What follows belongs to an exercise in optimizing a design on an open flow for small area and a short achievable clock period; a production flow would make more cautious choices. RTL that was checked went through simulation tests only; none was proved equivalent to the original. Only the layout flow was run in run 2; the RTL was not checked for function there.

==> flow/design.v (outline; a module is shown in full before it is edited, if it fits) <==
// module ParzenWindow_NP: 2069 lines
// module pw_fa: 4 lines
// module pw_ha: 4 lines
// module pw_xor2: 3 lines
module ParzenWindow_NP (
    input  logic        clk_i,
    input  logic        rst_i,
    input  logic [9:0]  tri_i,
    output logic [25:0] win_o
);
  // ...
==> flow/flow/run.sh <==
#!/bin/bash
# Layout flow: the standard flow (standard.sh, unchanged, including its
# synthesis) with two extra ORFS settings appended to the work copy of config.mk:
#  - a larger setup-slack target for OpenROAD's timing repair, so the resizer
#    keeps sizing/buffering critical paths past the default target;
set -euo pipefail
MARGIN=${PW_SETUP_MARGIN:-7}
{
  echo "export SETUP_SLACK_MARGIN = ${MARGIN}"
  echo "export BUFFER_PORTS_ARGS = -buffer_cell sky130_fd_sc_hd__buf_2"
} >> config.mk
bash standard.sh > flow_standard.log 2>&1
==> flow/standard.sh <==
#!/bin/bash
# synth_recipe.tcl (not shown) runs the flow's synth.tcl, then flattens the netlist and writes it again
# the make line also repeats each setting of config.mk as NAME=value (left out here)
make -C /OpenROAD-flow-scripts/flow DESIGN_CONFIG=/design/flow/config.mk WORK_HOME=/design/flow/orfs CLKGATE_MAP_FILE= SYNTH_SCRIPT=/design/flow/synth_recipe.tcl "${@:-finish}"
==> flow/config.mk <==
export PLATFORM = sky130hd
export DESIGN_NAME = ParzenWindow_NP
export DESIGN_NICKNAME = ParzenWindow_NP
export VERILOG_FILES = /design/flow/design.v
export SDC_FILE = /design/flow/constraint.sdc
export NUM_CORES = 4
export LEC_CHECK = 0
export ABC_AREA = 1
export CAP_MARGIN = 60
export CORE_MARGIN = 2
export CORE_UTILIZATION = 60
export CTS_BUF_LIST = sky130_fd_sc_hd__clkbuf_8
export SLEW_MARGIN = 60
export SYNTH_HIERARCHICAL = 1
export SYNTH_MINIMUM_KEEP_SIZE = 0
export SETUP_SLACK_MARGIN = 7
export BUFFER_PORTS_ARGS = -buffer_cell sky130_fd_sc_hd__buf_2
==> flow/constraint.sdc <==
create_clock -name core_clock -period 16.0 [get_ports {clk_i}]
set_input_delay 3.2000 -clock core_clock [delete_from_list [all_inputs] [get_ports {clk_i}]]
set_output_delay 3.2000 -clock core_clock [all_outputs]
set_load 0.01 [all_outputs]
==> qor.csv, run 1 <==
stage,metric,value,unit
status,outcome,no timing/DRC/antenna violations,
logic_synthesis,largest_family_of_logic_cells_by_synthesized_area,adder cells,
drt,routedLengthMet1,7.91,mm
final_layout,fin_util,0.650,
placement,port-buffer-count,31,
global_route,use_met2,0.444,
placement,dpl.hpwl,14.3,mm
global_route,antenna_found_initial,0,
timing,setup_repair_after_global_routing_missed_its_margin,yes,
logic_synthesis,synthCells,1057,
logic_synthesis,synth_top_cells_by_area,"fa_1 (43%), nand2_1 (13%), ha_1 (12%)",
run,drv.max_cap_violation_count,0,
timing,hold_viol,0,
worst_hold_path,worstHoldEndpoint,yen_q$_SDFF_PN0_,
final_layout,num-nonclk-buffers,36,
critical_path,worst_setup_path_end_kind,flip-flop,
clock_network,cts.path.max_buffers,2,
critical_path,timing.critical_path.from,tri_i[9],
global_route,globalRouteOverflowTotal,0,
drt,totalWireLength,17.8,mm
final_layout,layout.cells.most_common,nand2_1,
timing,slew_violations,0,
critical_path,worst_setup_path_start_kind,primary input,
critical_path,worst_path_most_repeated_cell,fa_1,
global_route,globalRouteMet1Util,0.329,
critical_path,critical_path.max_fanout,30,
logic_synthesis,mux_contribution_to_synthesized_area,0,
drt,detail_route.wl_per_cell,14.4,µm
worst_hold_path,min-delay-start,rst_i,
final_layout,layout.sequential_cells,43,
==> run 2, diff against run 1 <==
--- a/flow/design.v
+++ b/flow/design.v
@@ -6,18 +6,19 @@
     output logic [25:0] win_o
 );
 wire [9:0] t = tri_i;
 wire sel = |t[9:8];
 wire nsel = ~sel;
 wire u = ~t[9];
 wire t0_n = ~t[0];
 wire [19:0] S;
-wire clo;
+wire clo, clo2;
 reg [19:0] ra_q, rb_q;
+reg [10:0] la_q, lb_q;
 reg  clo_q, k1_q, yen_q;
 wire [19:0] Yp;
 wire [19:0] Z;
 wire p0;
 wire p1;
 wire p2;
 wire p3;
 wire p4;
@@ -775,320 +776,315 @@
 wire g968;
 wire p969;
 wire g970;
 wire p971;
 wire g972;
 wire p973;
 wire g974;
 wire p975;
-wire g976;
-wire p977;
-wire g978;
-wire p979;
+wire Q976;
+wire G977;
+wire Q978;
+wire G979;
 wire Q980;
 wire G981;
 wire Q982;
-wire G983;
+wire Q983;
 wire Q984;
 wire G985;
 wire Q986;
 wire G987;
 wire Q988;
-wire Q989;
+wire G989;
 wire Q990;
 wire G991;
 wire Q992;
 wire G993;
 wire Q994;
 wire G995;
 wire Q996;
 wire G997;
 wire Q998;
-wire G999;
-wire Q1000;
-wire G1001;
-wire Q1002;
-wire G1003;
-wire Q1004;
-wire G1005;
-wire Q1006;
-wire G1007;
-wire Q1008;
-wire G1009;
-wire Q1010;
-wire g1011;
-wire p1012;
-wire g1013;
-wire p1014;
-wire g1015;
-wire p1016;
-wire g1017;
-wire p1018;
-wire g1019;
-wire p1020;
-wire g1021;
-wire p1022;
-wire g1023;
-wire p1024;
-wire g1025;
-wire p1026;
-wire g1027;
-wire p1028;
-wire g1029;
-wire p1030;
-wire g1031;
-wire p1032;
-wire g1033;
-wire p1034;
-wire g1035;
-wire p1036;
-wire g1037;
-wire p1038;
-wire g1039;
-wire p1040;
-wire g1041;
-wire p1042;
-wire g1043;
-wire p1044;
-wire g1045;
-wire p1046;
-wire g1047;
-wire p1048;
-wire g1049;
-wire p1050;
-wire g1051;
-wire G1052;
-wire Q1053;
-wire G1054;
-wire Q1055;
-wire G1056;
-wire Q1057;
-wire G1058;
-wire Q1059;
-wire G1060;
-wire Q1061;
-wire G1062;
-wire Q1063;
-wire G1064;
-wire Q1065;
-wire G1066;
-wire Q1067;
-wire G1068;
-wire Q1069;
-wire G1070;
-wire Q1071;
-wire G1072;
-wire Q1073;
-wire G1074;
-wire Q1075;
-wire G1076;
-wire Q1077;
-wire G1078;
-wire Q1079;
-wire G1080;
-wire Q1081;
-wire G1082;
-wire Q1083;
-wire G1084;
-wire Q1085;
-wire G1086;
-wire Q1087;
-wire G1088;
-wire Q1089;
-wire G1090;
-wire Q1091;
-wire G1092;
-wire Q1093;
-wire G1094;
-wire Q1095;
-wire G1096;
-wire Q1097;
-wire G1098;
-wire Q1099;
-wire G1100;
-wire Q1101;
-wire G1102;
-wire Q1103;
-wire G1104;
-wire Q1105;
-wire G1106;
-wire Q1107;
-wire G1108;
-wire Q1109;
-wire G1110;
-wire Q1111;
-wire G1112;
-wire Q1113;
-wire G1114;
-wire Q1115;
-wire G1116;
-wire Q1117;
+wire g999;
+wire p1000;
+wire g1001;
+wire p1002;
+wire g1003;
+wire G1004;
+wire Q1005;
+wire g1006;
+wire p1007;
+wire g1008;
+wire p1009;
+wire g1010;
+wire p1011;
+wire g1012;
+wire p1013;
+wire g1014;
+wire p1015;
+wire g1016;
+wire p1017;
+wire g1018;
+wire p1019;
+wire g1020;
+wire p1021;
+wire g1022;
+wire p1023;
+wire g1024;
+wire p1025;
+wire g1026;
+wire p1027;
+wire g1028;
+wire p1029;
+wire g1030;
+wire p1031;
+wire g1032;
+wire p1033;
+wire g1034;
+wire p1035;
+wire g1036;
+wire p1037;
+wire g1038;
+wire p1039;
+wire g1040;
+wire p1041;
+wire g1042;
+wire p1043;
+wire g1044;
+wire p1045;
+wire g1046;
+wire G1047;
+wire Q1048;
+wire G1049;
+wire Q1050;
+wire G1051;
+wire Q1052;
+wire G1053;
+wire Q1054;
+wire G1055;
+wire Q1056;
+wire G1057;
+wire Q1058;
+wire G1059;
+wire Q1060;
+wire G1061;
+wire Q1062;
+wire G1063;
+wire Q1064;
+wire G1065;
+wire Q1066;
+wire G1067;
+wire Q1068;
+wire G1069;
+wire Q1070;
+wire G1071;
+wire Q1072;
+wire G1073;
+wire Q1074;
+wire G1075;
+wire Q1076;
+wire G1077;
+wire Q1078;
+wire G1079;
+wire Q1080;
+wire G1081;
+wire Q1082;
+wire G1083;
+wire Q1084;
+wire G1085;
+wire Q1086;
+wire G1087;
+wire Q1088;
+wire G1089;
+wire Q1090;
+wire G1091;
+wire Q1092;
+wire G1093;
+wire Q1094;
+wire G1095;
+wire Q1096;
+wire G1097;
+wire Q1098;
+wire G1099;
+wire Q1100;
+wire G1101;
+wire Q1102;
+wire G1103;
+wire Q1104;
+wire G1105;
+wire Q1106;
+wire G1107;
+wire Q1108;
+wire G1109;
+wire Q1110;
+wire G1111;
+wire Q1112;
+wire y1113;
+wire y1114;
+wire y1115;
+wire y1116;
+wire y1117;
 wire y1118;
 wire y1119;
 wire y1120;
 wire y1121;
 wire y1122;
 wire y1123;
 wire y1124;
 wire y1125;
 wire y1126;
 wire y1127;
 wire y1128;
 wire y1129;
 wire y1130;
 wire y1131;
 wire y1132;
-wire y1133;
-wire y1134;
-wire y1135;
-wire y1136;
-wire y1137;
+wire ny1133;
+wire ny1134;
+wire ny1135;
+wire ny1136;
+wire ny1137;
 wire ny1138;
 wire ny1139;
 wire ny1140;
 wire ny1141;
 wire ny1142;
 wire ny1143;
 wire ny1144;
 wire ny1145;
 wire ny1146;
 wire ny1147;
 wire ny1148;
 wire ny1149;
 wire ny1150;
 wire ny1151;
 wire ny1152;
-wire ny1153;
-wire ny1154;
-wire ny1155;
-wire ny1156;
-wire ny1157;
-wire g1158;
-wire p1159;
-wire g1160;
-wire p1161;
-wire g1162;
-wire p1163;
-wire g1164;
-wire p1165;
-wire g1166;
-wire p1167;
-wire g1168;
-wire p1169;
-wire g1170;
-wire p1171;
-wire g1172;
-wire p1173;
-wire g1174;
-wire p1175;
-wire g1176;
-wire p1177;
-wire g1178;
-wire p1179;
-wire g1180;
-wire p1181;
-wire g1182;
-wire p1183;
-wire g1184;
-wire p1185;
-wire g1186;
-wire p1187;
-wire g1188;
-wire p1189;
-wire g1190;
-wire p1191;
-wire g1192;
-wire p1193;
-wire g1194;
-wire p1195;
-wire Q1196;
-wire G1197;
-wire Q1198;
-wire G1199;
-wire Q1200;
-wire G1201;
-wire Q1202;
-wire G1203;
-wire Q1204;
-wire G1205;
-wire Q1206;
-wire G1207;
-wire Q1208;
-wire G1209;
-wire Q1210;
-wire G1211;
-wire Q1212;
-wire G1213;
-wire Q1214;
-wire G1215;
-wire Q1216;
-wire G1217;
-wire Q1218;
-wire G1219;
-wire Q1220;
-wire G1221;
-wire Q1222;
-wire G1223;
-wire Q1224;
-wire G1225;
-wire Q1226;
-wire G1227;
-wire Q1228;
-wire G1229;
-wire Q1230;
-wire G1231;
-wire Q1232;
-wire G1233;
-wire Q1234;
-wire G1235;
-wire Q1236;
-wire G1237;
-wire Q1238;
-wire G1239;
-wire Q1240;
-wire G1241;
-wire Q1242;
-wire G1243;
-wire Q1244;
-wire G1245;
-wire Q1246;
-wire G1247;
-wire Q1248;
-wire G1249;
-wire Q1250;
-wire G1251;
-wire Q1252;
-wire G1253;
-wire Q1254;
-wire G1255;
-wire Q1256;
-wire G1257;
-wire Q1258;
-wire G1259;
-wire Q1260;
+wire g1153;
+wire p1154;
+wire g1155;
+wire p1156;
+wire g1157;
+wire p1158;
+wire g1159;
+wire p1160;
+wire g1161;
+wire p1162;
+wire g1163;
+wire p1164;
+wire g1165;
+wire p1166;
+wire g1167;
+wire p1168;
+wire g1169;
+wire p1170;
+wire g1171;
+wire p1172;
+wire g1173;
+wire p1174;
+wire g1175;
+wire p1176;
+wire g1177;
+wire p1178;
+wire g1179;
+wire p1180;
+wire g1181;
+wire p1182;
+wire g1183;
+wire p1184;
+wire g1185;
+wire p1186;
+wire g1187;
+wire p1188;
+wire g1189;
+wire p1190;
+wire Q1191;
+wire G1192;
+wire Q1193;
+wire G1194;
+wire Q1195;
+wire G1196;
+wire Q1197;
+wire G1198;
+wire Q1199;
+wire G1200;
+wire Q1201;
+wire G1202;
+wire Q1203;
+wire G1204;
+wire Q1205;
+wire G1206;
+wire Q1207;
+wire G1208;
+wire Q1209;
+wire G1210;
+wire Q1211;
+wire G1212;
+wire Q1213;
+wire G1214;
+wire Q1215;
+wire G1216;
+wire Q1217;
+wire G1218;
+wire Q1219;
+wire G1220;
+wire Q1221;
+wire G1222;
+wire Q1223;
+wire G1224;
+wire Q1225;
+wire G1226;
+wire Q1227;
+wire G1228;
+wire Q1229;
+wire G1230;
+wire Q1231;
+wire G1232;
+wire Q1233;
+wire G1234;
+wire Q1235;
+wire G1236;
+wire Q1237;
+wire G1238;
+wire Q1239;
+wire G1240;
+wire Q1241;
+wire G1242;
+wire Q1243;
+wire G1244;
+wire Q1245;
+wire G1246;
+wire Q1247;
+wire G1248;
+wire Q1249;
+wire G1250;
+wire Q1251;
+wire G1252;
+wire Q1253;
+wire G1254;
+wire Q1255;
+wire t31256;
+wire t31257;
+wire t31258;
+wire t31259;
+wire t31260;
 wire t31261;
 wire t31262;
 wire t31263;
 wire t31264;
 wire t31265;
 wire t31266;
 wire t31267;
 wire t31268;
 wire t31269;
 wire t31270;
 wire t31271;
 wire t31272;
 wire t31273;
 wire t31274;
-wire t31275;
-wire t31276;
-wire t31277;
-wire t31278;
-wire t31279;
 assign p0 = t[0] & t[1];
 assign p1 = t[0] & t[2];
 assign p2 = t[0] & t[3];
 assign p3 = t[0] & t[4];
 assign p4 = t[0] & t[5];
 assign p5 = t[0] & t[6];
 assign p6 = t[0] & t[7];
 assign p7 = t[0] & t[8];
@@ -1666,370 +1662,370 @@
 assign g968 = s884 & c883;
 assign p969 = s884 ^ c883;
 assign g970 = s887 & c885;
 assign p971 = s887 ^ c885;
 assign g972 = s890 & c888;
 assign p973 = s890 ^ c888;
 assign g974 = s893 & c891;
 assign p975 = s893 ^ c891;
-assign g976 = s896 & c894;
-assign p977 = s896 ^ c894;
-assign g978 = s899 & c897;
-assign p979 = s899 ^ c897;
-assign Q980 = p272 & p253;
-assign G981 = g964 | (p965 & g962);
-assign Q982 = p965 & p963;
-assign G983 = g968 | (p969 & g966);
-assign Q984 = p969 & p967;
-assign G985 = g972 | (p973 & g970);
-assign Q986 = p973 & p971;
-assign G987 = g976 | (p977 & g974);
-assign Q988 = p977 & p975;
-assign Q989 = p963 & Q980;
-assign Q990 = Q982 & Q980;
-assign G991 = g970 | (p971 & G983);
-assign Q992 = p971 & Q984;
-assign G993 = G985 | (Q986 & G983);
+assign Q976 = p272 & p253;
+assign G977 = g964 | (p965 & g962);
+assign Q978 = p965 & p963;
+assign G979 = g968 | (p969 & g966);
+assign Q980 = p969 & p967;
+assign G981 = g972 | (p973 & g970);
+assign Q982 = p973 & p971;
+assign Q983 = p963 & Q976;
+assign Q984 = Q978 & Q976;
+assign G985 = g970 | (p971 & G979);
+assign Q986 = p971 & Q980;
+assign G987 = G981 | (Q982 & G979);
+assign Q988 = Q982 & Q980;
+assign G989 = g966 | (p967 & G977);
+assign Q990 = p967 & Q984;
+assign G991 = G979 | (Q980 & G977);
+assign Q992 = Q980 & Q984;
+assign G993 = G985 | (Q986 & G977);
 assign Q994 = Q986 & Q984;
-assign G995 = g978 | (p979 & G987);
-assign Q996 = p979 & Q988;
-assign G997 = g966 | (p967 & G981);
-assign Q998 = p967 & Q990;
-assign G999 = G983 | (Q984 & G981);
-assign Q1000 = Q984 & Q990;
-assign G1001 = G991 | (Q992 & G981);
-assign Q1002 = Q992 & Q990;
-assign G1003 = G993 | (Q994 & G981);
-assign Q1004 = Q994 & Q990;
-assign G1005 = g974 | (p975 & G1003);
-assign Q1006 = p975 & Q1004;
-assign G1007 = G987 | (Q988 & G1003);
-assign Q1008 = Q988 & Q1004;
-assign G1009 = G995 | (Q996 & G1003);
-assign Q1010 = Q996 & Q1004;
-assign clo = G1009;
-assign g1011 = ra_q[0] & rb_q[0];
-assign p1012 = ra_q[0] ^ rb_q[0];
-assign g1013 = ra_q[1] & rb_q[1];
-assign p1014 = ra_q[1] ^ rb_q[1];
-assign g1015 = ra_q[2] & rb_q[2];
-assign p1016 = ra_q[2] ^ rb_q[2];
-assign g1017 = ra_q[3] & rb_q[3];
-assign p1018 = ra_q[3] ^ rb_q[3];
-assign g1019 = ra_q[4] & rb_q[4];
-assign p1020 = ra_q[4] ^ rb_q[4];
-assign g1021 = ra_q[5] & rb_q[5];
-assign p1022 = ra_q[5] ^ rb_q[5];
-assign g1023 = ra_q[6] & rb_q[6];
-assign p1024 = ra_q[6] ^ rb_q[6];
-assign g1025 = ra_q[7] & rb_q[7];
-assign p1026 = ra_q[7] ^ rb_q[7];
-assign g1027 = ra_q[8] & rb_q[8];
-assign p1028 = ra_q[8] ^ rb_q[8];
-assign g1029 = ra_q[9] & rb_q[9];
-assign p1030 = ra_q[9] ^ rb_q[9];
-assign g1031 = ra_q[10] & rb_q[10];
-assign p1032 = ra_q[10] ^ rb_q[10];
-assign g1033 = ra_q[11] & rb_q[11];
-assign p1034 = ra_q[11] ^ rb_q[11];
-assign g1035 = ra_q[12] & rb_q[12];
-assign p1036 = ra_q[12] ^ rb_q[12];
-assign g1037 = ra_q[13] & rb_q[13];
-assign p1038 = ra_q[13] ^ rb_q[13];
-assign g1039 = ra_q[14] & rb_q[14];
-assign p1040 = ra_q[14] ^ rb_q[14];
-assign g1041 = ra_q[15] & rb_q[15];
-assign p1042 = ra_q[15] ^ rb_q[15];
-assign g1043 = ra_q[16] & rb_q[16];
-assign p1044 = ra_q[16] ^ rb_q[16];
-assign g1045 = ra_q[17] & rb_q[17];
-assign p1046 = ra_q[17] ^ rb_q[17];
-assign g1047 = ra_q[18] & rb_q[18];
-assign p1048 = ra_q[18] ^ rb_q[18];
-assign g1049 = ra_q[19] & rb_q[19];
-assign p1050 = ra_q[19] ^ rb_q[19];
-assign g1051 = g1011 | (p1012 & clo_q);
-assign G1052 = g1013 | (p1014 & g1051);
-assign Q1053 = p1014 & p1012;
-assign G1054 = g1017 | (p1018 & g1015);
-assign Q1055 = p1018 & p1016;
-assign G1056 = g1021 | (p1022 & g1019);
-assign Q1057 = p1022 & p1020;
-assign G1058 = g1025 | (p1026 & g1023);
-assign Q1059 = p1026 & p1024;
-assign G1060 = g1029 | (p1030 & g1027);
-assign Q1061 = p1030 & p1028;
-assign G1062 = g1033 | (p1034 & g1031);
-assign Q1063 = p1034 & p1032;
-assign G1064 = g1037 | (p1038 & g1035);
-assign Q1065 = p1038 & p1036;
-assign G1066 = g1041 | (p1042 & g1039);
-assign Q1067 = p1042 & p1040;
-assign G1068 = g1045 | (p1046 & g1043);
-assign Q1069 = p1046 & p1044;
-assign G1070 = g1049 | (p1050 & g1047);
-assign Q1071 = p1050 & p1048;
-assign G1072 = G1054 | (Q1055 & G1052);
-assign Q1073 = Q1055 & Q1053;
-assign G1074 = G1058 | (Q1059 & G1056);
-assign Q1075 = Q1059 & Q1057;
-assign G1076 = G1062 | (Q1063 & G1060);
-assign Q1077 = Q1063 & Q1061;
-assign G1078 = G1066 | (Q1067 & G1064);
-assign Q1079 = Q1067 & Q1065;
-assign G1080 = G1070 | (Q1071 & G1068);
-assign Q1081 = Q1071 & Q1069;
-assign G1082 = G1074 | (Q1075 & G1072);
-assign Q1083 = Q1075 & Q1073;
-assign G1084 = G1078 | (Q1079 & G1076);
-assign Q1085 = Q1079 & Q1077;
-assign G1086 = G1084 | (Q1085 & G1082);
-assign Q1087 = Q1085 & Q1083;
-assign G1088 = G1076 | (Q1077 & G1082);
-assign Q1089 = Q1077 & Q1083;
-assign G1090 = G1080 | (Q1081 & G1086);
-assign Q1091 = Q1081 & Q1087;
-assign G1092 = G1056 | (Q1057 & G1072);
-assign Q1093 = Q1057 & Q1073;
-assign G1094 = G1060 | (Q1061 & G1082);
-assign Q1095 = Q1061 & Q1083;
-assign G1096 = G1064 | (Q1065 & G1088);
-assign Q1097 = Q1065 & Q1089;
-assign G1098 = G1068 | (Q1069 & G1086);
-assign Q1099 = Q1069 & Q1087;
-assign G1100 = g1015 | (p1016 & G1052);
-assign Q1101 = p1016 & Q1053;
-assign G1102 = g1019 | (p1020 & G1072);
-assign Q1103 = p1020 & Q1073;
-assign G1104 = g1023 | (p1024 & G1092);
-assign Q1105 = p1024 & Q1093;
-assign G1106 = g1027 | (p1028 & G1082);
-assign Q1107 = p1028 & Q1083;
-assign G1108 = g1031 | (p1032 & G1094);
-assign Q1109 = p1032 & Q1095;
-assign G1110 = g1035 | (p1036 & G1088);
-assign Q1111 = p1036 & Q1089;
-assign G1112 = g1039 | (p1040 & G1096);
-assign Q1113 = p1040 & Q1097;
-assign G1114 = g1043 | (p1044 & G1086);
-assign Q1115 = p1044 & Q1087;
-assign G1116 = g1047 | (p1048 & G1098);
-assign Q1117 = p1048 & Q1099;
-assign y1118 = p1012 ^ clo_q;
-assign y1119 = p1014 ^ g1051;
-assign y1120 = p1016 ^ G1052;
-assign y1121 = p1018 ^ G1100;
-assign y1122 = p1020 ^ G1072;
-assign y1123 = p1022 ^ G1102;
-assign y1124 = p1024 ^ G1092;
-assign y1125 = p1026 ^ G1104;
-assign y1126 = p1028 ^ G1082;
-assign y1127 = p1030 ^ G1106;
-assign y1128 = p1032 ^ G1094;
-assign y1129 = p1034 ^ G1108;
-assign y1130 = p1036 ^ G1088;
-assign y1131 = p1038 ^ G1110;
-assign y1132 = p1040 ^ G1096;
-assign y1133 = p1042 ^ G1112;
-assign y1134 = p1044 ^ G1086;
-assign y1135 = p1046 ^ G1114;
-assign y1136 = p1048 ^ G1098;
-assign y1137 = p1050 ^ G1116;
-assign Yp[0] = y1118;
-assign Yp[1] = y1119;
-assign Yp[2] = y1120;
-assign Yp[3] = y1121;
-assign Yp[4] = y1122;
-assign Yp[5] = y1123;
-assign Yp[6] = y1124;
-assign Yp[7] = y1125;
-assign Yp[8] = y1126;
-assign Yp[9] = y1127;
-assign Yp[10] = y1128;
-assign Yp[11] = y1129;
-assign Yp[12] = y1130;
-assign Yp[13] = y1131;
-assign Yp[14] = y1132;
-assign Yp[15] = y1133;
-assign Yp[16] = y1134;
-assign Yp[17] = y1135;
-assign Yp[18] = y1136;
-assign Yp[19] = y1137;
-assign ny1138 = ~Yp[0];
-assign ny1139 = ~Yp[1];
-assign ny1140 = ~Yp[2];
-assign ny1141 = ~Yp[3];
-assign ny1142 = ~Yp[4];
-assign ny1143 = ~Yp[5];
-assign ny1144 = ~Yp[6];
-assign ny1145 = ~Yp[7];
-assign ny1146 = ~Yp[8];
-assign ny1147 = ~Yp[9];
-assign ny1148 = ~Yp[10];
-assign ny1149 = ~Yp[11];
-assign ny1150 = ~Yp[12];
-assign ny1151 = ~Yp[13];
-assign ny1152 = ~Yp[14];
-assign ny1153 = ~Yp[15];
-assign ny1154 = ~Yp[16];
-assign ny1155 = ~Yp[17];
-assign ny1156 = ~Yp[18];
-assign ny1157 = ~Yp[19];
-assign g1158 = ny1139 & ny1138;
-assign p1159 = ny1139 ^ ny1138;
-assign g1160 = ny1140 & ny1139;
-assign p1161 = ny1140 ^ ny1139;
-assign g1162 = ny1141 & ny1140;
-assign p1163 = ny1141 ^ ny1140;
-assign g1164 = ny1142 & ny1141;
-assign p1165 = ny1142 ^ ny1141;
-assign g1166 = ny1143 & ny1142;
-assign p1167 = ny1143 ^ ny1142;
-assign g1168 = ny1144 & ny1143;
-assign p1169 = ny1144 ^ ny1143;
-assign g1170 = ny1145 & ny1144;
-assign p1171 = ny1145 ^ ny1144;
-assign g1172 = ny1146 & ny1145;
-assign p1173 = ny1146 ^ ny1145;
-assign g1174 = ny1147 & ny1146;
-assign p1175 = ny1147 ^ ny1146;
-assign g1176 = ny1148 & ny1147;
-assign p1177 = ny1148 ^ ny1147;
-assign g1178 = ny1149 & ny1148;
-assign p1179 = ny1149 ^ ny1148;
-assign g1180 = ny1150 & ny1149;
-assign p1181 = ny1150 ^ ny1149;
-assign g1182 = ny1151 & ny1150;
-assign p1183 = ny1151 ^ ny1150;
-assign g1184 = ny1152 & ny1151;
-assign p1185 = ny1152 ^ ny1151;
-assign g1186 = ny1153 & ny1152;
-assign p1187 = ny1153 ^ ny1152;
-assign g1188 = ny1154 & ny1153;
-assign p1189 = ny1154 ^ ny1153;
-assign g1190 = ny1155 & ny1154;
-assign p1191 = ny1155 ^ ny1154;
-assign g1192 = ny1156 & ny1155;
-assign p1193 = ny1156 ^ ny1155;
-assign g1194 = ny1157 & ny1156;
-assign p1195 = ny1157 ^ ny1156;
-assign Q1196 = p1159 & ny1138;
-assign G1197 = g1162 | (p1163 & g1160);
-assign Q1198 = p1163 & p1161;
-assign G1199 = g1166 | (p1167 & g1164);
-assign Q1200 = p1167 & p1165;
-assign G1201 = g1170 | (p1171 & g1168);
-assign Q1202 = p1171 & p1169;
-assign G1203 = g1174 | (p1175 & g1172);
-assign Q1204 = p1175 & p1173;
-assign G1205 = g1178 | (p1179 & g1176);
-assign Q1206 = p1179 & p1177;
-assign G1207 = g1182 | (p1183 & g1180);
-assign Q1208 = p1183 & p1181;
-assign G1209 = g1186 | (p1187 & g1184);
-assign Q1210 = p1187 & p1185;
-assign G1211 = g1190 | (p1191 & g1188);
-assign Q1212 = p1191 & p1189;
-assign G1213 = g1194 | (p1195 & g1192);
-assign Q1214 = p1195 & p1193;
-assign G1215 = G1197 | (Q1198 & g1158);
-assign Q1216 = Q1198 & Q1196;
-assign G1217 = G1201 | (Q1202 & G1199);
-assign Q1218 = Q1202 & Q1200;
-assign G1219 = G1205 | (Q1206 & G1203);
-assign Q1220 = Q1206 & Q1204;
-assign G1221 = G1209 | (Q1210 & G1207);
-assign Q1222 = Q1210 & Q1208;
-assign G1223 = G1213 | (Q1214 & G1211);
-assign Q1224 = Q1214 & Q1212;
-assign G1225 = G1217 | (Q1218 & G1215);
-assign Q1226 = Q1218 & Q1216;
-assign G1227 = G1221 | (Q1222 & G1219);
-assign Q1228 = Q1222 & Q1220;
-assign G1229 = G1227 | (Q1228 & G1225);
-assign Q1230 = Q1228 & Q1226;
-assign G1231 = G1219 | (Q1220 & G1225);
-assign Q1232 = Q1220 & Q1226;
-assign G1233 = G1223 | (Q1224 & G1229);
-assign Q1234 = Q1224 & Q1230;
-assign G1235 = G1199 | (Q1200 & G1215);
-assign Q1236 = Q1200 & Q1216;
-assign G1237 = G1203 | (Q1204 & G1225);
-assign Q1238 = Q1204 & Q1226;
-assign G1239 = G1207 | (Q1208 & G1231);
-assign Q1240 = Q1208 & Q1232;
-assign G1241 = G1211 | (Q1212 & G1229);
-assign Q1242 = Q1212 & Q1230;
-assign G1243 = g1160 | (p1161 & g1158);
-assign Q1244 = p1161 & Q1196;
-assign G1245 = g1164 | (p1165 & G1215);
-assign Q1246 = p1165 & Q1216;
-assign G1247 = g1168 | (p1169 & G1235);
-assign Q1248 = p1169 & Q1236;
-assign G1249 = g1172 | (p1173 & G1225);
-assign Q1250 = p1173 & Q1226;
-assign G1251 = g1176 | (p1177 & G1237);
-assign Q1252 = p1177 & Q1238;
-assign G1253 = g1180 | (p1181 & G1231);
-assign Q1254 = p1181 & Q1232;
-assign G1255 = g1184 | (p1185 & G1239);
-assign Q1256 = p1185 & Q1240;
-assign G1257 = g1188 | (p1189 & G1229);
-assign Q1258 = p1189 & Q1230;
-assign G1259 = g1192 | (p1193 & G1241);
-assign Q1260 = p1193 & Q1242;
-assign t31261 = p1159 ^ 1'b0;
-assign t31262 = p1161 ^ g1158;
-assign t31263 = p1163 ^ G1243;
-assign t31264 = p1165 ^ G1215;
-assign t31265 = p1167 ^ G1245;
-assign t31266 = p1169 ^ G1235;
-assign t31267 = p1171 ^ G1247;
-assign t31268 = p1173 ^ G1225;
-assign t31269 = p1175 ^ G1249;
-assign t31270 = p1177 ^ G1237;
-assign t31271 = p1179 ^ G1251;
-assign t31272 = p1181 ^ G1231;
-assign t31273 = p1183 ^ G1253;
-assign t31274 = p1185 ^ G1239;
-assign t31275 = p1187 ^ G1255;
-assign t31276 = p1189 ^ G1229;
-assign t31277 = p1191 ^ G1257;
-assign t31278 = p1193 ^ G1241;
-assign t31279 = p1195 ^ G1259;
-assign Z[0] = (k1_q & ny1138) | (yen_q & Yp[0]);
-assign Z[1] = (k1_q & t31261) | (yen_q & Yp[1]);
-assign Z[2] = (k1_q & t31262) | (yen_q & Yp[2]);
-assign Z[3] = (k1_q & t31263) | (yen_q & Yp[3]);
-assign Z[4] = (k1_q & t31264) | (yen_q & Yp[4]);
-assign Z[5] = (k1_q & t31265) | (yen_q & Yp[5]);
-assign Z[6] = (k1_q & t31266) | (yen_q & Yp[6]);
-assign Z[7] = (k1_q & t31267) | (yen_q & Yp[7]);
-assign Z[8] = (k1_q & t31268) | (yen_q & Yp[8]);
-assign Z[9] = (k1_q & t31269) | (yen_q & Yp[9]);
-assign Z[10] = (k1_q & t31270) | (yen_q & Yp[10]);
-assign Z[11] = (k1_q & t31271) | (yen_q & Yp[11]);
-assign Z[12] = (k1_q & t31272) | (yen_q & Yp[12]);
-assign Z[13] = (k1_q & t31273) | (yen_q & Yp[13]);
-assign Z[14] = (k1_q & t31274) | (yen_q & Yp[14]);
-assign Z[15] = (k1_q & t31275) | (yen_q & Yp[15]);
-assign Z[16] = (k1_q & t31276) | (yen_q & Yp[16]);
-assign Z[17] = (k1_q & t31277) | (yen_q & Yp[17]);
-assign Z[18] = (k1_q & t31278) | (yen_q & Yp[18]);
-assign Z[19] = (k1_q & t31279) | (yen_q & Yp[19]);
+assign G995 = G987 | (Q988 & G977);
+assign Q996 = Q988 & Q984;
+assign G997 = g974 | (p975 & G995);
+assign Q998 = p975 & Q996;
+assign clo = G997;
+assign g999 = la_q[0] & lb_q[0];
+assign p1000 = la_q[0] ^ lb_q[0];
+assign g1001 = la_q[1] & lb_q[1];
+assign p1002 = la_q[1] ^ lb_q[1];
+assign g1003 = g999 | (p1000 & clo_q);
+assign G1004 = g1001 | (p1002 & g1003);
+assign Q1005 = p1002 & p1000;
+assign clo2 = G1004;
+assign g1006 = ra_q[0] & rb_q[0];
+assign p1007 = ra_q[0] ^ rb_q[0];
+assign g1008 = ra_q[1] & rb_q[1];
+assign p1009 = ra_q[1] ^ rb_q[1];
+assign g1010 = ra_q[2] & rb_q[2];
+assign p1011 = ra_q[2] ^ rb_q[2];
+assign g1012 = ra_q[3] & rb_q[3];
+assign p1013 = ra_q[3] ^ rb_q[3];
+assign g1014 = ra_q[4] & rb_q[4];
+assign p1015 = ra_q[4] ^ rb_q[4];
+assign g1016 = ra_q[5] & rb_q[5];
+assign p1017 = ra_q[5] ^ rb_q[5];
+assign g1018 = ra_q[6] & rb_q[6];
+assign p1019 = ra_q[6] ^ rb_q[6];
+assign g1020 = ra_q[7] & rb_q[7];
+assign p1021 = ra_q[7] ^ rb_q[7];
+assign g1022 = ra_q[8] & rb_q[8];
+assign p1023 = ra_q[8] ^ rb_q[8];
+assign g1024 = ra_q[9] & rb_q[9];
+assign p1025 = ra_q[9] ^ rb_q[9];
+assign g1026 = ra_q[10] & rb_q[10];
+assign p1027 = ra_q[10] ^ rb_q[10];
+assign g1028 = ra_q[11] & rb_q[11];
+assign p1029 = ra_q[11] ^ rb_q[11];
+assign g1030 = ra_q[12] & rb_q[12];
+assign p1031 = ra_q[12] ^ rb_q[12];
+assign g1032 = ra_q[13] & rb_q[13];
+assign p1033 = ra_q[13] ^ rb_q[13];
+assign g1034 = ra_q[14] & rb_q[14];
+assign p1035 = ra_q[14] ^ rb_q[14];
+assign g1036 = ra_q[15] & rb_q[15];
+assign p1037 = ra_q[15] ^ rb_q[15];
+assign g1038 = ra_q[16] & rb_q[16];
+assign p1039 = ra_q[16] ^ rb_q[16];
+assign g1040 = ra_q[17] & rb_q[17];
+assign p1041 = ra_q[17] ^ rb_q[17];
+assign g1042 = ra_q[18] & rb_q[18];
+assign p1043 = ra_q[18] ^ rb_q[18];
+assign g1044 = ra_q[19] & rb_q[19];
+assign p1045 = ra_q[19] ^ rb_q[19];
+assign g1046 = g1006 | (p1007 & clo2);
+assign G1047 = g1008 | (p1009 & g1046);
+assign Q1048 = p1009 & p1007;
+assign G1049 = g1012 | (p1013 & g1010);
+assign Q1050 = p1013 & p1011;
+assign G1051 = g1016 | (p1017 & g1014);
+assign Q1052 = p1017 & p1015;
+assign G1053 = g1020 | (p1021 & g1018);
+assign Q1054 = p1021 & p1019;
+assign G1055 = g1024 | (p1025 & g1022);
+assign Q1056 = p1025 & p1023;
+assign G1057 = g1028 | (p1029 & g1026);
+assign Q1058 = p1029 & p1027;
+assign G1059 = g1032 | (p1033 & g1030);
+assign Q1060 = p1033 & p1031;
+assign G1061 = g1036 | (p1037 & g1034);
+assign Q1062 = p1037 & p1035;
+assign G1063 = g1040 | (p1041 & g1038);
+assign Q1064 = p1041 & p1039;
+assign G1065 = g1044 | (p1045 & g1042);
+assign Q1066 = p1045 & p1043;
+assign G1067 = G1049 | (Q1050 & G1047);
+assign Q1068 = Q1050 & Q1048;
+assign G1069 = G1053 | (Q1054 & G1051);
+assign Q1070 = Q1054 & Q1052;
+assign G1071 = G1057 | (Q1058 & G1055);
+assign Q1072 = Q1058 & Q1056;
+assign G1073 = G1061 | (Q1062 & G1059);
+assign Q1074 = Q1062 & Q1060;
+assign G1075 = G1065 | (Q1066 & G1063);
+assign Q1076 = Q1066 & Q1064;
+assign G1077 = G1069 | (Q1070 & G1067);
+assign Q1078 = Q1070 & Q1068;
+assign G1079 = G1073 | (Q1074 & G1071);
+assign Q1080 = Q1074 & Q1072;
+assign G1081 = G1079 | (Q1080 & G1077);
+assign Q1082 = Q1080 & Q1078;
+assign G1083 = G1071 | (Q1072 & G1077);
+assign Q1084 = Q1072 & Q1078;
+assign G1085 = G1075 | (Q1076 & G1081);
+assign Q1086 = Q1076 & Q1082;
+assign G1087 = G1051 | (Q1052 & G1067);
+assign Q1088 = Q1052 & Q1068;
+assign G1089 = G1055 | (Q1056 & G1077);
+assign Q1090 = Q1056 & Q1078;
+assign G1091 = G1059 | (Q1060 & G1083);
+assign Q1092 = Q1060 & Q1084;
+assign G1093 = G1063 | (Q1064 & G1081);
+assign Q1094 = Q1064 & Q1082;
+assign G1095 = g1010 | (p1011 & G1047);
+assign Q1096 = p1011 & Q1048;
+assign G1097 = g1014 | (p1015 & G1067);
+assign Q1098 = p1015 & Q1068;
+assign G1099 = g1018 | (p1019 & G1087);
+assign Q1100 = p1019 & Q1088;
+assign G1101 = g1022 | (p1023 & G1077);
+assign Q1102 = p1023 & Q1078;
+assign G1103 = g1026 | (p1027 & G1089);
+assign Q1104 = p1027 & Q1090;
+assign G1105 = g1030 | (p1031 & G1083);
+assign Q1106 = p1031 & Q1084;
+assign G1107 = g1034 | (p1035 & G1091);
+assign Q1108 = p1035 & Q1092;
+assign G1109 = g1038 | (p1039 & G1081);
+assign Q1110 = p1039 & Q1082;
+assign G1111 = g1042 | (p1043 & G1093);
+assign Q1112 = p1043 & Q1094;
+assign y1113 = p1007 ^ clo2;
+assign y1114 = p1009 ^ g1046;
+assign y1115 = p1011 ^ G1047;
+assign y1116 = p1013 ^ G1095;
+assign y1117 = p1015 ^ G1067;
+assign y1118 = p1017 ^ G1097;
+assign y1119 = p1019 ^ G1087;
+assign y1120 = p1021 ^ G1099;
+assign y1121 = p1023 ^ G1077;
+assign y1122 = p1025 ^ G1101;
+assign y1123 = p1027 ^ G1089;
+assign y1124 = p1029 ^ G1103;
+assign y1125 = p1031 ^ G1083;
+assign y1126 = p1033 ^ G1105;
+assign y1127 = p1035 ^ G1091;
+assign y1128 = p1037 ^ G1107;
+assign y1129 = p1039 ^ G1081;
+assign y1130 = p1041 ^ G1109;
+assign y1131 = p1043 ^ G1093;
+assign y1132 = p1045 ^ G1111;
+assign Yp[0] = y1113;
+assign Yp[1] = y1114;
+assign Yp[2] = y1115;
+assign Yp[3] = y1116;
+assign Yp[4] = y1117;
+assign Yp[5] = y1118;
+assign Yp[6] = y1119;
+assign Yp[7] = y1120;
+assign Yp[8] = y1121;
+assign Yp[9] = y1122;
+assign Yp[10] = y1123;
+assign Yp[11] = y1124;
+assign Yp[12] = y1125;
+assign Yp[13] = y1126;
+assign Yp[14] = y1127;
+assign Yp[15] = y1128;
+assign Yp[16] = y1129;
+assign Yp[17] = y1130;
+assign Yp[18] = y1131;
+assign Yp[19] = y1132;
+assign ny1133 = ~Yp[0];
+assign ny1134 = ~Yp[1];
+assign ny1135 = ~Yp[2];
+assign ny1136 = ~Yp[3];
+assign ny1137 = ~Yp[4];
+assign ny1138 = ~Yp[5];
+assign ny1139 = ~Yp[6];
+assign ny1140 = ~Yp[7];
+assign ny1141 = ~Yp[8];
+assign ny1142 = ~Yp[9];
+assign ny1143 = ~Yp[10];
+assign ny1144 = ~Yp[11];
+assign ny1145 = ~Yp[12];
+assign ny1146 = ~Yp[13];
+assign ny1147 = ~Yp[14];
+assign ny1148 = ~Yp[15];
+assign ny1149 = ~Yp[16];
+assign ny1150 = ~Yp[17];
+assign ny1151 = ~Yp[18];
+assign ny1152 = ~Yp[19];
+assign g1153 = ny1134 & ny1133;
+assign p1154 = ny1134 ^ ny1133;
+assign g1155 = ny1135 & ny1134;
+assign p1156 = ny1135 ^ ny1134;
+assign g1157 = ny1136 & ny1135;
+assign p1158 = ny1136 ^ ny1135;
+assign g1159 = ny1137 & ny1136;
+assign p1160 = ny1137 ^ ny1136;
+assign g1161 = ny1138 & ny1137;
+assign p1162 = ny1138 ^ ny1137;
+assign g1163 = ny1139 & ny1138;
+assign p1164 = ny1139 ^ ny1138;
+assign g1165 = ny1140 & ny1139;
+assign p1166 = ny1140 ^ ny1139;
+assign g1167 = ny1141 & ny1140;
+assign p1168 = ny1141 ^ ny1140;
+assign g1169 = ny1142 & ny1141;
+assign p1170 = ny1142 ^ ny1141;
+assign g1171 = ny1143 & ny1142;
+assign p1172 = ny1143 ^ ny1142;
+assign g1173 = ny1144 & ny1143;
+assign p1174 = ny1144 ^ ny1143;
+assign g1175 = ny1145 & ny1144;
+assign p1176 = ny1145 ^ ny1144;
+assign g1177 = ny1146 & ny1145;
+assign p1178 = ny1146 ^ ny1145;
+assign g1179 = ny1147 & ny1146;
+assign p1180 = ny1147 ^ ny1146;
+assign g1181 = ny1148 & ny1147;
+assign p1182 = ny1148 ^ ny1147;
+assign g1183 = ny1149 & ny1148;
+assign p1184 = ny1149 ^ ny1148;
+assign g1185 = ny1150 & ny1149;
+assign p1186 = ny1150 ^ ny1149;
+assign g1187 = ny1151 & ny1150;
+assign p1188 = ny1151 ^ ny1150;
+assign g1189 = ny1152 & ny1151;
+assign p1190 = ny1152 ^ ny1151;
+assign Q1191 = p1154 & ny1133;
+assign G1192 = g1157 | (p1158 & g1155);
+assign Q1193 = p1158 & p1156;
+assign G1194 = g1161 | (p1162 & g1159);
+assign Q1195 = p1162 & p1160;
+assign G1196 = g1165 | (p1166 & g1163);
+assign Q1197 = p1166 & p1164;
+assign G1198 = g1169 | (p1170 & g1167);
+assign Q1199 = p1170 & p1168;
+assign G1200 = g1173 | (p1174 & g1171);
+assign Q1201 = p1174 & p1172;
+assign G1202 = g1177 | (p1178 & g1175);
+assign Q1203 = p1178 & p1176;
+assign G1204 = g1181 | (p1182 & g1179);
+assign Q1205 = p1182 & p1180;
+assign G1206 = g1185 | (p1186 & g1183);
+assign Q1207 = p1186 & p1184;
+assign G1208 = g1189 | (p1190 & g1187);
+assign Q1209 = p1190 & p1188;
+assign G1210 = G1192 | (Q1193 & g1153);
+assign Q1211 = Q1193 & Q1191;
+assign G1212 = G1196 | (Q1197 & G1194);
+assign Q1213 = Q1197 & Q1195;
+assign G1214 = G1200 | (Q1201 & G1198);
+assign Q1215 = Q1201 & Q1199;
+assign G1216 = G1204 | (Q1205 & G1202);
+assign Q1217 = Q1205 & Q1203;
+assign G1218 = G1208 | (Q1209 & G1206);
+assign Q1219 = Q1209 & Q1207;
+assign G1220 = G1212 | (Q1213 & G1210);
+assign Q1221 = Q1213 & Q1211;
+assign G1222 = G1216 | (Q1217 & G1214);
+assign Q1223 = Q1217 & Q1215;
+assign G1224 = G1222 | (Q1223 & G1220);
+assign Q1225 = Q1223 & Q1221;
+assign G1226 = G1214 | (Q1215 & G1220);
+assign Q1227 = Q1215 & Q1221;
+assign G1228 = G1218 | (Q1219 & G1224);
+assign Q1229 = Q1219 & Q1225;
+assign G1230 = G1194 | (Q1195 & G1210);
+assign Q1231 = Q1195 & Q1211;
+assign G1232 = G1198 | (Q1199 & G1220);
+assign Q1233 = Q1199 & Q1221;
+assign G1234 = G1202 | (Q1203 & G1226);
+assign Q1235 = Q1203 & Q1227;
+assign G1236 = G1206 | (Q1207 & G1224);
+assign Q1237 = Q1207 & Q1225;
+assign G1238 = g1155 | (p1156 & g1153);
+assign Q1239 = p1156 & Q1191;
+assign G1240 = g1159 | (p1160 & G1210);
+assign Q1241 = p1160 & Q1211;
+assign G1242 = g1163 | (p1164 & G1230);
+assign Q1243 = p1164 & Q1231;
+assign G1244 = g1167 | (p1168 & G1220);
+assign Q1245 = p1168 & Q1221;
+assign G1246 = g1171 | (p1172 & G1232);
+assign Q1247 = p1172 & Q1233;
+assign G1248 = g1175 | (p1176 & G1226);
+assign Q1249 = p1176 & Q1227;
+assign G1250 = g1179 | (p1180 & G1234);
+assign Q1251 = p1180 & Q1235;
+assign G1252 = g1183 | (p1184 & G1224);
+assign Q1253 = p1184 & Q1225;
+assign G1254 = g1187 | (p1188 & G1236);
+assign Q1255 = p1188 & Q1237;
+assign t31256 = p1154 ^ 1'b0;
+assign t31257 = p1156 ^ g1153;
+assign t31258 = p1158 ^ G1238;
+assign t31259 = p1160 ^ G1210;
+assign t31260 = p1162 ^ G1240;
+assign t31261 = p1164 ^ G1230;
+assign t31262 = p1166 ^ G1242;
+assign t31263 = p1168 ^ G1220;
+assign t31264 = p1170 ^ G1244;
+assign t31265 = p1172 ^ G1232;
+assign t31266 = p1174 ^ G1246;
+assign t31267 = p1176 ^ G1226;
+assign t31268 = p1178 ^ G1248;
+assign t31269 = p1180 ^ G1234;
+assign t31270 = p1182 ^ G1250;
+assign t31271 = p1184 ^ G1224;
+assign t31272 = p1186 ^ G1252;
+assign t31273 = p1188 ^ G1236;
+assign t31274 = p1190 ^ G1254;
+assign Z[0] = (k1_q & ny1133) | (yen_q & Yp[0]);
+assign Z[1] = (k1_q & t31256) | (yen_q & Yp[1]);
+assign Z[2] = (k1_q & t31257) | (yen_q & Yp[2]);
+assign Z[3] = (k1_q & t31258) | (yen_q & Yp[3]);
+assign Z[4] = (k1_q & t31259) | (yen_q & Yp[4]);
+assign Z[5] = (k1_q & t31260) | (yen_q & Yp[5]);
+assign Z[6] = (k1_q & t31261) | (yen_q & Yp[6]);
+assign Z[7] = (k1_q & t31262) | (yen_q & Yp[7]);
+assign Z[8] = (k1_q & t31263) | (yen_q & Yp[8]);
+assign Z[9] = (k1_q & t31264) | (yen_q & Yp[9]);
+assign Z[10] = (k1_q & t31265) | (yen_q & Yp[10]);
+assign Z[11] = (k1_q & t31266) | (yen_q & Yp[11]);
+assign Z[12] = (k1_q & t31267) | (yen_q & Yp[12]);
+assign Z[13] = (k1_q & t31268) | (yen_q & Yp[13]);
+assign Z[14] = (k1_q & t31269) | (yen_q & Yp[14]);
+assign Z[15] = (k1_q & t31270) | (yen_q & Yp[15]);
+assign Z[16] = (k1_q & t31271) | (yen_q & Yp[16]);
+assign Z[17] = (k1_q & t31272) | (yen_q & Yp[17]);
+assign Z[18] = (k1_q & t31273) | (yen_q & Yp[18]);
+assign Z[19] = (k1_q & t31274) | (yen_q & Yp[19]);
 always_ff @(posedge clk_i) begin
     if (!rst_i) begin
         k1_q <= 1'b0;
         yen_q <= 1'b0;
     end else begin
         k1_q <= sel;
         yen_q <= nsel;
     end
     clo_q <= clo;
+    la_q[0] <= s896;
+    lb_q[0] <= c894;
+    la_q[1] <= s899;
+    lb_q[1] <= c897;
     ra_q[0] <= s902;
     rb_q[0] <= c900;
     ra_q[1] <= s905;
     rb_q[1] <= c903;
     ra_q[2] <= s908;
     rb_q[2] <= c906;
     ra_q[3] <= s911;
     rb_q[3] <= c909;
==> flow/flow/run.sh (replaced) <==
#!/bin/bash
# Layout flow: the standard flow (standard.sh, unchanged, including its
# synthesis) with two extra ORFS settings appended to the work copy of config.mk:
#  - a larger setup-slack target for OpenROAD's timing repair, so the resizer
#    keeps sizing/buffering critical paths past the default target;
set -euo pipefail
MARGIN=${PW_SETUP_MARGIN:-6.75}
{
  echo "export SETUP_SLACK_MARGIN = ${MARGIN}"
  echo "export BUFFER_PORTS_ARGS = -buffer_cell sky130_fd_sc_hd__buf_2"
} >> config.mk
bash standard.sh > flow_standard.log 2>&1
--- a/flow/config.mk
+++ b/flow/config.mk
@@ -8,10 +8,10 @@
 export ABC_AREA = 1
 export CAP_MARGIN = 60
 export CORE_MARGIN = 2
 export CORE_UTILIZATION = 60
 export CTS_BUF_LIST = sky130_fd_sc_hd__clkbuf_8
 export SLEW_MARGIN = 60
 export SYNTH_HIERARCHICAL = 1
 export SYNTH_MINIMUM_KEEP_SIZE = 0
-export SETUP_SLACK_MARGIN = 7
+export SETUP_SLACK_MARGIN = 6.75
 export BUFFER_PORTS_ARGS = -buffer_cell sky130_fd_sc_hd__buf_2
==> qor.csv, run 2 <==
stage,metric,value,unit,change
status,outcome,no timing/DRC/antenna violations,,unchanged
global_route,antenna_found_initial,0,,unchanged
global_route,grt.total_usage,0.249,,was 0.247
global_route,largest_net_degree_at_the_start_of_global_routing,31,,unchanged
logic_synthesis,synth.largest_area_cell,fa_1,,unchanged
critical_path,worstSetupPathType,primary input to flip-flop,,unchanged
worst_hold_path,hold_class,primary input to flip-flop,,unchanged
logic_synthesis,synthFlopType,dfxtp_1,,unchanged
critical_path,worstPathRequired,16.27,ns,was 16.19 ns
final_layout,nNetsFinal,1334,,was 1338
timing,finalSetupViolCount,0,,unchanged
placement,placed_cells,1221,,was 1227
critical_path,path_delay_family,adder cells,,unchanged
critical_path,worstPathCellList,buf_8 > nand2_1 > inv_1 > fa_1 > fa_1 > fa_1 > ha_4 > nand4_1 > nor2_1 > nand2_1 > o211ai_4 > nand2_1 > nand2_1 > nand2_1 > nand2_1 > nand2_1 > fa_1 > fa_1 > fa_1 > fa_1 > fa_1,,was buf_8 > nand2_1 > inv_1 > fa_1 > fa_1 > fa_1 > ha_4 > nand2_1 > o21ai_2 > inv_1 > o211ai_2 > nand2_1 > nand2_1 > nand2_1 > nand2_1 > nor2_1 > inv_2 > nand2_1 > fa_1 > fa_1 > fa_1 > fa_1 > fa_1
critical_path,cp_max_stage_delay,0.54,ns,was 0.57 ns
logic_synthesis,yosys_warnings,7,,unchanged
critical_path,critical_path_arrival,9.23,ns,was 9.03 ns
die,die-area,15900,µm²,was 15800 µm²
worst_hold_path,worstHoldEndpoint,k1_q$_SDFF_PN0_,,was yen_q$_SDFF_PN0_
final_layout,instances_no_fill,1234,,was 1238
logic_synthesis,synthMostInstantiatedCell,nand2_1,,unchanged
logic_synthesis,netlist.area_leader.share,0.423,,was 0.425
final_layout,antenna_cells,0,,unchanged
critical_path,worst-path-buf-inv,2,,was 4
timing,worst_slew_margin_rel,0.659,,
drt,final_antenna_net_count,0,,unchanged
global_route,globalRouteOverflowTotal,0,,unchanged
drt,drtPass1Iterations,5,,unchanged
logic_synthesis,synth_enable_flop_cells,0,,unchanged
die,dieWidth,126,µm,about the same
clock_network,cts.reportedPaths.clkPinSlew,0.09,ns,was 0.08 ns
placement,port-buffer-count,31,,unchanged
drt,route.detailed.drc,0,,unchanged
drt,num_vias,6506,,was 6452
logic_synthesis,synth.cell_area,8940,µm²,was 8900 µm²
logic_synthesis,synthesis.area_per_instance,8.51,µm²,was 8.42 µm²
timing,slew_violations,0,,unchanged
clock_network,cts_tree,built,,unchanged
critical_path,worst_path_most_repeated_cell,fa_1,,unchanged
placement,place_congestion,0.830,,was 0.839
logic_synthesis,synth_top_cells_by_area,"fa_1 (42%), nand2_1 (13%), ha_1 (12%)",,"was fa_1 (43%), nand2_1 (13%), ha_1 (12%)"
final_layout,most_frequent_cells_in_the_layout,"nand2_1 (314), fa_1 (189), inv_1 (181), ha_1 (80), dfxtp_1 (47)",,"was nand2_1 (313), fa_1 (189), inv_1 (187), ha_1 (79), dfxtp_1 (43)"
die,fp-row-count,44,,unchanged
drt,totalWireLength,17.9,mm,was 17.8 mm
clock_network,root_buffer,clkbuf_8,,unchanged
critical_path,critical_path.max_fanout,28,,was 30
drt,initialDrtViolationCount,340,,was 331
logic_synthesis,synth.ff_latch_count,47,,was 43
timing,layout_worst_path_cycle_share,0.560,,was 0.553
timing,hold_viol,0,,unchanged
final_layout,largest_registers,"ra_q x20, rb_q x20",,unchanged
final_layout,areaGrowthSynthToFinish,6.24,%,was 6.17%
clock_network,cts_sinks,47,,was 43
placement,dpl.hpwl,14.3,mm,about the same
final_layout,proportion_of_layout_cells_with_a_drive_suffix_above_1,0.0657,,was 0.0702
global_route,via_count_of_the_first_global_routing_pass,6824,,was 6817
logic_synthesis,synthCells,1051,,was 1057
clock_network,cts_htree_levels,2,,unchanged
global_route,wire_length_of_the_first_global_routing_pass,32.0,mm,was 31.6 mm
critical_path,critical-path-slowest-cell,fa_1,,unchanged
run,drv.max_cap_violation_count,0,,unchanged
timing,final.setup.tns,0,ns,unchanged
logic_synthesis,synth-seq-area-share,0.105,,was 0.0967
clock_network,tritoncts.num_buffers,5,,unchanged
timing,layout_min_cycle_time,8.96,ns,was 8.84 ns
die,pin_count,38,,unchanged
clock_network,cts.path.max_buffers,2,,unchanged
logic_synthesis,ys_async_sr_fraction,0,,unchanged
timing,fmax,0.112,GHz,was 0.113 GHz
timing,setup_repair_after_global_routing_missed_its_margin,yes,,unchanged
logic_synthesis,synth_common_cells,"nand2_1 (316), fa_1 (189), inv_1 (183)",,"was nand2_1 (320), inv_1 (190), fa_1 (189)"
worst_hold_path,holdPathStages,3,,unchanged
clock_network,cts_hold_repair.buffers,0,,unchanged
critical_path,worst_setup_path_start_kind,primary input,,unchanged
drt,detail_route.wl_per_cell,14.5,µm,was 14.4 µm
final_layout,layout.cells.most_common,nand2_1,,unchanged
die,start_util,0.615,,was 0.612
timing,timing_worst_slew_pin_value,0.506,ns,
die,die_y,126,µm,about the same
die,fp.coreArea,14500,µm²,unchanged
critical_path,worst_setup_path_end_kind,flip-flop,,unchanged
drt,number_of_vias_per_cell,5.27,,was 5.21
worst_hold_path,min-delay-start,rst_i,,unchanged
logic_synthesis,number_of_unique_standard_cell_types_used_by_synthesis,36,,was 37
==> run 2: cell count changes after synthesis, sizes merged, moves of 2 or more <==
cell and delta:
o21ai +2, nand2 -4, o22ai -2, buf +2, xor2 -2, a21oi +4
clkbuf -2, inv -7, dfxtp +4, xnor2 +2
==> run 2: worst max-delay path by stage <==
stage	start	to	cells past startpoint
2_1_floorplan	tri_i[9]	ra_q[7]$_DFF_P_	25
3_3_place_gp	tri_i[8]	ra_q[7]$_DFF_P_	23
3_5_place_dp	tri_i[1]	ra_q[9]$_DFF_P_	23
4_1_cts	tri_i[1]	ra_q[9]$_DFF_P_	23
5_1_grt	tri_i[1]	ra_q[8]$_DFF_P_	23
6_report	tri_i[1]	ra_q[6]$_DFF_P_	21
==> run 2: modules after synthesis (local to each module, per instance) <==
module	area (µm²)	flops+latches	times used	cells
pw_xor2	18.8	0	17	5
pw_ha	12.5	0	24	1
pw_fa	20.0	0	171	1
ParzenWindow_NP	4900	47	1	771
==> run 2: timing repair <==
| item | in CTS | in global routing |
|---|---|---|
| resized for setup | 15 | 27 |
| buffers inserted | 0 | 4 |
| endpoints found under the setup margin | 19 | 22 |
| gates cloned | 0 | 0 |
| pin swaps | 0 | 1 |
==> run 2: cells by family (layout without fill, tap and decap cells) <==
logic type / after synthesis / after routing / share of synthesized area
buffers and inverters: 242 / 232 / 0.105
other: 2 / 11 / 0.000840
xor gates and xnor gates: 16 / 16 / 0.0157
adders and majority gates: 273 / 273 / 0.541
AOI/OAI and AO/OA: 90 / 90 / 0.0644
DFF: 47 / 47 / 0.105
and+or+nand+nor: 381 / 381 / 0.168
==> run 2: area by class of cell <==
type | instances | area [µm²]
clock buffers | 5 | 68.8
clock inverters | 3 | 63.8
fillers | 1265 | 5030
inverters | 186 | 701
multi-input cells | 771 | 7170
flip-flops and latches | 47 | 941
well taps | 184 | 230
repair buffers | 38 | 322
==> run 2: metal layers <==
metal,global-route usage,vias to the layer above,wire length (µm)
met1,0.336,3195,8040
met5,0,-,0
li1,-,3155,-
met3,0.0331,17,634
met2,0.441,139,8990
met4,0.0414,0,245
==> run 2: through the flow <==
stage / util / setup slack, ns / instance area, µm² / hold slack, ns
after CTS: 0.642 / 6.78 / 9330 / 3.10
final: 0.654 / 7.04 / 9500 / 3.11
after detailed placement: 0.629 / 6.16 / 9150 / 3.44
after global routing: 0.654 / 6.73 / 9500 / 3.13
after floorplan: - / 6.76 / 8980 / 3.33
after global placement: 0.628 / 6.27 / 9130 / 3.43

[separate check: timing with driven ports]
Ports are ideal in the flow. The routed layouts listed here were re-timed in OpenROAD. Step 1 assumes that a clkbuf_16 drives the clock port and a buf_2 every other input. Step 2 adds t to the input delays and takes it off the output delays; t is the mean of the earliest and latest rising clock arrival at the registers after step 1. Input paths then give back, and output paths get back, about the clock's delay inside the block. Three values: ideal, step 1, step 2; two values: the first two.
run	shift t [ns]	setup WS [ns]	worst setup path after step 2
run 1	0.336	7.157 / 7.136 / 6.800	input to register
run 2	0.348	7.037 / 7.024 / 6.675	input to register
After both steps every run listed still meets setup and hold. The setup slack of run 2, which loses most, moves by -0.013 ns with the drivers and by -0.362 ns with both steps.
